Context: an optimization exercise on an open-source flow, tuned for small area and a short achievable clock period. The choices shown serve that exercise and are no tape-out recipe.
Where RTL was checked, it was by simulation tests only, not by an equivalence proof against the original.
No activity file was given, so power comes from the tool's default toggle rates.

==> 03-11: inputs <==
## SCPU
module SCPU(
    clk, rst_n, in_valid, instruction, MEM_out,
    busy, out_valid,
    out0, out1, out2, out3, out4, out5, out6, out7,
    out8, out9, out10, out11, out12, out13, out14, out15,
    WEN, ADDR, MEM_in
);
make LEC_CHECK=0 ABC_AREA=1 CAP_MARGIN=20 CORE_MARGIN=2 CORE_UTILIZATION=40 SETUP_SLACK_MARGIN=3.6 SLEW_MARGIN=20 finish   # period 6.8 ns
run.sh (not shown) runs the stock make flow with config.mk's settings and CLKGATE_MAP_FILE= SYNTH_SCRIPT=/design/flow/synth_recipe.tcl, a recipe that flattens the netlist after the stock synthesis.
==> 04-25 (differences from 03-11) <==
--- a/flow/design.v
+++ b/flow/design.v
@@ -45,32 +45,18 @@
 always @(posedge clk or negedge rst_n)
     if (!rst_n) v2 <= 1'b0; else v2 <= v1;
 always @(posedge clk) begin
     op2  <= i1[18:16];
     rs2  <= i1[15:12];
     rt2  <= i1[11:8];
     imm2 <= i1[7:0];
 end
-wire [15:0] rs_oh2 = 16'd1 << rs2;
-reg [15:0] rs_val;
-integer rs_i;
-always @(*) begin
-    rs_val = 16'd0;
-    for (rs_i = 0; rs_i < 16; rs_i = rs_i + 1)
-        rs_val = rs_val | ({16{rs_oh2[rs_i]}} & rf[rs_i]);
-end
-wire [15:0] rt_oh2 = 16'd1 << rt2;
-reg [15:0] rt_val;
-integer rt_i;
-always @(*) begin
-    rt_val = 16'd0;
-    for (rt_i = 0; rt_i < 16; rt_i = rt_i + 1)
-        rt_val = rt_val | ({16{rt_oh2[rt_i]}} & rf[rt_i]);
-end
+wire [15:0] rs_val = rf[rs2];
+wire [15:0] rt_val = rf[rt2];
 wire imm_op2 = (op2 == 3'b011) | (op2 == 3'b100);       
 wire [15:0] b_val = imm_op2 ? {{8{imm2[7]}}, imm2} : rt_val;
 wire [8:0] addr_lo = {1'b0, rs_val[7:0]} + {1'b0, imm2};
 wire [4:0] addr_hi1 = rs_val[12:8] + 5'd1;
 wire [12:0] addr_n = {addr_lo[8] ? addr_hi1 : rs_val[12:8], addr_lo[7:0]};
 wire rr2 = (op2 == 3'b000);
 wire [3:0] fn2 = imm2[3:0];
 wire dst_rt2 = imm_op2 | (op2 == 3'b110);
- ABC_AREA: 1 -> not set
- SETUP_SLACK_MARGIN: 3.6 -> not set
==> notes.md <==
* Status: complete, no violations
* Overall Power at 20.84 mW
* Bufs w/o clock at 395
* Sequential cell power at 6.32 mW
* Reg area at 0.01226 mm^2
* Largest net degree at the start of global routing at 127
* Clock group at 3.52 mW
* Multi-In Gates at 2804
* CP peak stage delay at about 0.64 ns
* Multi-input gate share of total cell area at 43.20%
* TritonRoute pass-1 iters at 9
* Adder-cell share of the synthesized area at 9.693%
* Vias per cell at 6.050
* Die ar. at 0.08034 mm^2
[end of results for 03-11]
==> notes.md <==
* Adder-cell share of the synthesized area at a little under a tenth
* Reg area at 0.01221 mm^2
* TritonRoute pass-1 iters at 7
* Bufs w/o clock at 402
* Overall Power at 22.13 mW
* Status: complete, no violations
* Multi-input gate share of total cell area at 47.04%
* Die ar. at approximately 0.08 mm^2
* Multi-In Gates at 2419
* CP peak stage delay at 0.98 ns
* Largest net degree at the start of global routing at 163
[end of results for 04-25]
The RTL of 04-25 was laid out without a check of its function.

==> inputs of run a <==
Another version of the RTL of SCPU (not shown whole).
==> flow/config.mk <==
export PLATFORM = sky130hd
export DESIGN_NAME = SCPU
export DESIGN_NICKNAME = SCPU
export VERILOG_FILES = /design/flow/design.v
export SDC_FILE = /design/flow/constraint.sdc
export NUM_CORES = 4
export LEC_CHECK = 0
export ABC_AREA = 1
export CAP_MARGIN = 20
export CORE_MARGIN = 2
export CORE_UTILIZATION = 40
export SETUP_SLACK_MARGIN = 4.0
export SLEW_MARGIN = 20
==> flow/constraint.sdc <==
create_clock -name core_clock -period 6.8 [get_ports {clk}]
set_input_delay 1.3600 -clock core_clock [delete_from_list [all_inputs] [get_ports {clk}]]
set_output_delay 1.3600 -clock core_clock [all_outputs]
set_load 0.01 [all_outputs]
standard.sh (not shown) runs the stock make flow with config.mk's settings and CLKGATE_MAP_FILE= SYNTH_SCRIPT=/design/flow/synth_recipe.tcl, a recipe that flattens the netlist after the stock synthesis.
==> flow/flow/run.sh <==
#!/bin/bash
# The standard layout (standard.sh, standard synthesis included), except that
# the input and output ports are buffered with plain buffers (buf_1) instead of
# the delay cells buffer_ports picks by default. The make output goes to
# standard.log; ORFS keeps each tool's own log under orfs/logs/.
set -euo pipefail
export BUFFER_PORTS_ARGS="-buffer_cell sky130_fd_sc_hd__buf_1"
bash standard.sh > standard.log 2>&1
==> run b: changes against run a <==
- CTS_CLUSTER_DIAMETER: default -> 100
- CTS_CLUSTER_SIZE: default -> 16
==> notes.md <==
metric                                                     run b        run a
Result of the run                       timing/DRC/antenna clean  timing/DRC/antenna clean
Endpoint type of the worst setup path                 output pin     register
Layout buffering overhead excluding clock cells            6.05%        5.83%
Switching Share                                            47.8%        45.9%
Endpoint of the worst hold path                          imm2[2]        d5[2]
Leakage power total                                      15.2 nW      15.6 nW
Number of cells upsized or downsized after cts                73           77
Portion of the layout cell area used by clock cells        3.51%        5.99%
Largest stage delay on the critical path                  440 ps       750 ps
Critical Path Start                                      out5[4]        l5[3]
Least-Margin Pin Slew                                    1190 ps      1210 ps
Vias in the first global route                             26900        27100
Hold slack final                                          327 ps       317 ps
Min-Delay Startpoint                                       i1[2]        d4[2]
Tot Pwr                                                  15.7 mW      16.8 mW
Multi-input gate share of the layout cell area             45.5%        44.3%
Reported net switching power                             7.51 mW      7.70 mW
Multi-input combinational cell area                  0.0157 mm^2  0.0157 mm^2
Pwr Density                                          455 mW/mm^2  474 mW/mm^2
Overall routing resource usage                             35.1%        35.2%
Internal power consumption                               8.21 mW      9.09 mW

==> trial 9 <==
Another version of the RTL of SCPU (not shown whole).
Settings: LEC_CHECK=0, ABC_AREA=1, CAP_MARGIN=20, CORE_MARGIN=2, CORE_UTILIZATION=40, CTS_CLUSTER_DIAMETER=100, CTS_CLUSTER_SIZE=16, SETUP_SLACK_MARGIN=4.1, SLEW_MARGIN=20; clock period 6.8 ns.
Scripts as last shown in full above: flow/flow/run.sh
==> trial 19: changes against trial 9 <==
SETUP_SLACK_MARGIN = 4.0   (was 4.1)
==> build 17: changes against trial 9 <==
--- a/flow/design.v
+++ b/flow/design.v
@@ -876,71 +876,105 @@
 wire n_281 = n_58 ^ n_246;
 wire n_282 = n_59 ^ n_248;
 wire [31:0] prod4 = {n_282, n_281, n_280, n_279, n_278, n_277, n_276, n_275, n_274, n_273, n_272, n_271, n_270, n_269, n_268, n_267, n_266, n_265, n_264, n_263, n_262, n_261, n_260, n_259, n_258, n_257, n_256, n_255, n_254, n_253, n_252, n_28};
 wire [15:0] resd_n = ld4 ? MEM_out : (mul4 ? prod4[31:16] : alu4);
 wire [15:0] resl_n = mul4 ? prod4[15:0] : {15'd0, ~alu4[0]};
-reg v5;
-reg [15:0] wl5, wd5;
+reg v5, wrd5, wrl5;
+reg [3:0] d5a, d5b, l5a, l5b;
 reg [15:0] resd5, resl5;
 always @(posedge clk or negedge rst_n)
     if (!rst_n) begin
-        v5 <= 1'b0; wl5 <= 16'd0; wd5 <= 16'd0;
+        v5 <= 1'b0; wrd5 <= 1'b0; wrl5 <= 1'b0;
     end else begin
-        v5 <= v4;
-        wl5 <= {15'd0, wrl4} << l4;
-        wd5 <= ({15'd0, wrd4} << d4) & ~({15'd0, wrl4} << l4);
+        v5 <= v4; wrd5 <= wrd4 & ~(wrl4 & (d4 == l4)); wrl5 <= wrl4;
     end
 always @(posedge clk) begin
+    d5a <= 4'd1 << d4[1:0];
+    d5b <= 4'd1 << d4[3:2];
+    l5a <= 4'd1 << l4[1:0];
+    l5b <= 4'd1 << l4[3:2];
     resd5 <= resd_n;
     resl5 <= resl_n;
 end
 always @(posedge clk or negedge rst_n)
     if (!rst_n) out_valid <= 1'b0; else out_valid <= v5;
+wire wl_0 = wrl5 & l5a[0] & l5b[0];
+wire wd_0 = wrd5 & d5a[0] & d5b[0];
 always @(posedge clk or negedge rst_n)
     if (!rst_n) out0 <= 16'd0;
-    else out0 <= ({16{wl5[0]}} & resl5) | ({16{wd5[0]}} & resd5) | ({16{~(wl5[0] | wd5[0])}} & out0);
+    else out0 <= ({16{wl_0}} & resl5) | ({16{wd_0}} & resd5) | ({16{~(wl_0 | wd_0)}} & out0);
+wire wl_1 = wrl5 & l5a[1] & l5b[0];
+wire wd_1 = wrd5 & d5a[1] & d5b[0];
 always @(posedge clk or negedge rst_n)
     if (!rst_n) out1 <= 16'd0;
-    else out1 <= ({16{wl5[1]}} & resl5) | ({16{wd5[1]}} & resd5) | ({16{~(wl5[1] | wd5[1])}} & out1);
+    else out1 <= ({16{wl_1}} & resl5) | ({16{wd_1}} & resd5) | ({16{~(wl_1 | wd_1)}} & out1);
+wire wl_2 = wrl5 & l5a[2] & l5b[0];
+wire wd_2 = wrd5 & d5a[2] & d5b[0];
 always @(posedge clk or negedge rst_n)
     if (!rst_n) out2 <= 16'd0;
-    else out2 <= ({16{wl5[2]}} & resl5) | ({16{wd5[2]}} & resd5) | ({16{~(wl5[2] | wd5[2])}} & out2);
+    else out2 <= ({16{wl_2}} & resl5) | ({16{wd_2}} & resd5) | ({16{~(wl_2 | wd_2)}} & out2);
+wire wl_3 = wrl5 & l5a[3] & l5b[0];
+wire wd_3 = wrd5 & d5a[3] & d5b[0];
 always @(posedge clk or negedge rst_n)
     if (!rst_n) out3 <= 16'd0;
-    else out3 <= ({16{wl5[3]}} & resl5) | ({16{wd5[3]}} & resd5) | ({16{~(wl5[3] | wd5[3])}} & out3);
+    else out3 <= ({16{wl_3}} & resl5) | ({16{wd_3}} & resd5) | ({16{~(wl_3 | wd_3)}} & out3);
+wire wl_4 = wrl5 & l5a[0] & l5b[1];
+wire wd_4 = wrd5 & d5a[0] & d5b[1];
 always @(posedge clk or negedge rst_n)
     if (!rst_n) out4 <= 16'd0;
-    else out4 <= ({16{wl5[4]}} & resl5) | ({16{wd5[4]}} & resd5) | ({16{~(wl5[4] | wd5[4])}} & out4);
+    else out4 <= ({16{wl_4}} & resl5) | ({16{wd_4}} & resd5) | ({16{~(wl_4 | wd_4)}} & out4);
+wire wl_5 = wrl5 & l5a[1] & l5b[1];
+wire wd_5 = wrd5 & d5a[1] & d5b[1];
 always @(posedge clk or negedge rst_n)
     if (!rst_n) out5 <= 16'd0;
-    else out5 <= ({16{wl5[5]}} & resl5) | ({16{wd5[5]}} & resd5) | ({16{~(wl5[5] | wd5[5])}} & out5);
+    else out5 <= ({16{wl_5}} & resl5) | ({16{wd_5}} & resd5) | ({16{~(wl_5 | wd_5)}} & out5);
+wire wl_6 = wrl5 & l5a[2] & l5b[1];
+wire wd_6 = wrd5 & d5a[2] & d5b[1];
 always @(posedge clk or negedge rst_n)
     if (!rst_n) out6 <= 16'd0;
-    else out6 <= ({16{wl5[6]}} & resl5) | ({16{wd5[6]}} & resd5) | ({16{~(wl5[6] | wd5[6])}} & out6);
+    else out6 <= ({16{wl_6}} & resl5) | ({16{wd_6}} & resd5) | ({16{~(wl_6 | wd_6)}} & out6);
+wire wl_7 = wrl5 & l5a[3] & l5b[1];
+wire wd_7 = wrd5 & d5a[3] & d5b[1];
 always @(posedge clk or negedge rst_n)
     if (!rst_n) out7 <= 16'd0;
-    else out7 <= ({16{wl5[7]}} & resl5) | ({16{wd5[7]}} & resd5) | ({16{~(wl5[7] | wd5[7])}} & out7);
+    else out7 <= ({16{wl_7}} & resl5) | ({16{wd_7}} & resd5) | ({16{~(wl_7 | wd_7)}} & out7);
+wire wl_8 = wrl5 & l5a[0] & l5b[2];
+wire wd_8 = wrd5 & d5a[0] & d5b[2];
 always @(posedge clk or negedge rst_n)
     if (!rst_n) out8 <= 16'd0;
-    else out8 <= ({16{wl5[8]}} & resl5) | ({16{wd5[8]}} & resd5) | ({16{~(wl5[8] | wd5[8])}} & out8);
+    else out8 <= ({16{wl_8}} & resl5) | ({16{wd_8}} & resd5) | ({16{~(wl_8 | wd_8)}} & out8);
+wire wl_9 = wrl5 & l5a[1] & l5b[2];
+wire wd_9 = wrd5 & d5a[1] & d5b[2];
 always @(posedge clk or negedge rst_n)
     if (!rst_n) out9 <= 16'd0;
-    else out9 <= ({16{wl5[9]}} & resl5) | ({16{wd5[9]}} & resd5) | ({16{~(wl5[9] | wd5[9])}} & out9);
+    else out9 <= ({16{wl_9}} & resl5) | ({16{wd_9}} & resd5) | ({16{~(wl_9 | wd_9)}} & out9);
+wire wl_10 = wrl5 & l5a[2] & l5b[2];
+wire wd_10 = wrd5 & d5a[2] & d5b[2];
 always @(posedge clk or negedge rst_n)
     if (!rst_n) out10 <= 16'd0;
-    else out10 <= ({16{wl5[10]}} & resl5) | ({16{wd5[10]}} & resd5) | ({16{~(wl5[10] | wd5[10])}} & out10);
+    else out10 <= ({16{wl_10}} & resl5) | ({16{wd_10}} & resd5) | ({16{~(wl_10 | wd_10)}} & out10);
+wire wl_11 = wrl5 & l5a[3] & l5b[2];
+wire wd_11 = wrd5 & d5a[3] & d5b[2];
 always @(posedge clk or negedge rst_n)
     if (!rst_n) out11 <= 16'd0;
-    else out11 <= ({16{wl5[11]}} & resl5) | ({16{wd5[11]}} & resd5) | ({16{~(wl5[11] | wd5[11])}} & out11);
+    else out11 <= ({16{wl_11}} & resl5) | ({16{wd_11}} & resd5) | ({16{~(wl_11 | wd_11)}} & out11);
+wire wl_12 = wrl5 & l5a[0] & l5b[3];
+wire wd_12 = wrd5 & d5a[0] & d5b[3];
 always @(posedge clk or negedge rst_n)
     if (!rst_n) out12 <= 16'd0;
-    else out12 <= ({16{wl5[12]}} & resl5) | ({16{wd5[12]}} & resd5) | ({16{~(wl5[12] | wd5[12])}} & out12);
+    else out12 <= ({16{wl_12}} & resl5) | ({16{wd_12}} & resd5) | ({16{~(wl_12 | wd_12)}} & out12);
+wire wl_13 = wrl5 & l5a[1] & l5b[3];
+wire wd_13 = wrd5 & d5a[1] & d5b[3];
 always @(posedge clk or negedge rst_n)
     if (!rst_n) out13 <= 16'd0;
-    else out13 <= ({16{wl5[13]}} & resl5) | ({16{wd5[13]}} & resd5) | ({16{~(wl5[13] | wd5[13])}} & out13);
+    else out13 <= ({16{wl_13}} & resl5) | ({16{wd_13}} & resd5) | ({16{~(wl_13 | wd_13)}} & out13);
+wire wl_14 = wrl5 & l5a[2] & l5b[3];
+wire wd_14 = wrd5 & d5a[2] & d5b[3];
 always @(posedge clk or negedge rst_n)
     if (!rst_n) out14 <= 16'd0;
-    else out14 <= ({16{wl5[14]}} & resl5) | ({16{wd5[14]}} & resd5) | ({16{~(wl5[14] | wd5[14])}} & out14);
+    else out14 <= ({16{wl_14}} & resl5) | ({16{wd_14}} & resd5) | ({16{~(wl_14 | wd_14)}} & out14);
+wire wl_15 = wrl5 & l5a[3] & l5b[3];
+wire wd_15 = wrd5 & d5a[3] & d5b[3];
 always @(posedge clk or negedge rst_n)
     if (!rst_n) out15 <= 16'd0;
-    else out15 <= ({16{wl5[15]}} & resl5) | ({16{wd5[15]}} & resd5) | ({16{~(wl5[15] | wd5[15])}} & out15);
+    else out15 <= ({16{wl_15}} & resl5) | ({16{wd_15}} & resd5) | ({16{~(wl_15 | wd_15)}} & out15);
 endmodule
==> notes.md <==
	trial 19	trial 9	build 17
Number of nets produced by synthesis	3,711	3,711	3,674
Count of instances resized after the clock tree is built	81	188	170
Register bit count reported by yosys	584	584	570
Via count of the first global-routing pass	26,898	27,258	26,569
Effective utilization at floorplan	40.2%	40.2%	40.4%
Placed cell area	0.0322 mm²	0.0322 mm²	0.0317 mm²
Top layer in use	met5	met5	met4
Remaining max-slew budget at the tightest pin	18.5%	15.3%	22.2%
Synth Cell Area	0.0304 mm²	0.0304 mm²	0.0301 mm²
Final worst hold slack	0.328 ns	0.323 ns	0.323 ns
Setup slack on the worst flop-to-flop path	3.91 ns	4.06 ns	4.08 ns
Hold Crit Endpoint	imm2[6]$_DFF_P_	op2[2]$_DFF_P_	imm2[6]$_DFF_P_
Crit path DAT	3.38 ns	3.22 ns	1.38 ns
Met3 wire length	16,900 µm	16,600 µm	15,700 µm
Outcome	timing/DRC/antenna clean	timing/DRC/antenna clean	timing/DRC/antenna clean
Die area	0.0782 mm²	0.0782 mm²	0.0774 mm²
Final design instance area without fill	0.0346 mm²	0.0353 mm²	0.0348 mm²
Layout overhead on the synthesized area	13.7%	16.3%	15.8%
Comb pwr	6.72 mW	7.02 mW	7.07 mW
Vert. Die Dim	280 µm	280 µm	278 µm
RR Startpoint	rs_oh2[11]$_SDFF_PN0_	btwo3[5]$_DFF_P_	bone3[5]$_DFF_P_
Post-Route Utilization	45.7%	46.8%	46.8%
Global-route total usage across every layer	35.9%	35.7%	33.0%
Worst setup skew after layout	0.0375 ns	0.0500 ns	0.0587 ns
Share of layout cells above drive strength 1	9.21%	13.7%	13.5%
DP Wirelength	108,000 µm	107,000 µm	97,700 µm
Post-route fraction of the period consumed by the critical path	42.5%	40.3%	40.3%
For trial 9 and trial 19, only the layout was checked, not whether the RTL still works.

[port drivers added, routing unchanged]
How much do the figures lean on ideal ports? The routed layouts below were timed once more, with nothing changed but the port constraints.
Step 1, drivers: a clkbuf_16 drives clk and a buf_2 each remaining input, both assumed.
Step 2 also shifts input and output timing later by t, the mid clock arrival at the registers, as if the neighbouring blocks saw the same clock.
Three values: ideal ports, drivers, drivers and shift; two values: the first two.
| run | shift t [ns] | setup slack, ns | slew at the worst register clock pin (ns) |
|---|---|---|---|
| 03-11 | 0.726 | 3.545 / 3.478 / 3.651 | 0.08 / 0.08 |
| 04-25 | 0.712 | 1.680 / 1.680 / 1.680 | 0.07 / 0.07 |
| run a | 0.702 | 3.981 / 3.919 / 3.981 | 0.07 / 0.07 |
| run b | 0.664 | 3.965 / 3.898 / 3.987 | 0.09 / 0.09 |
| trial 9 | 0.684 | 4.063 / 4.002 / 4.049 | 0.09 / 0.09 |
| trial 19 | 0.683 | 3.908 / 3.908 / 3.908 | 0.09 / 0.09 |
| build 17 | 0.674 | 4.059 / 3.985 / 3.772 | 0.09 / 0.09 |
After both steps every run listed still meets setup and hold. For build 17, which loses most, drivers alone change the setup slack by -0.074 ns; drivers and shift together by -0.287 ns. The worst setup slack also covers recovery checks on asynchronous resets.
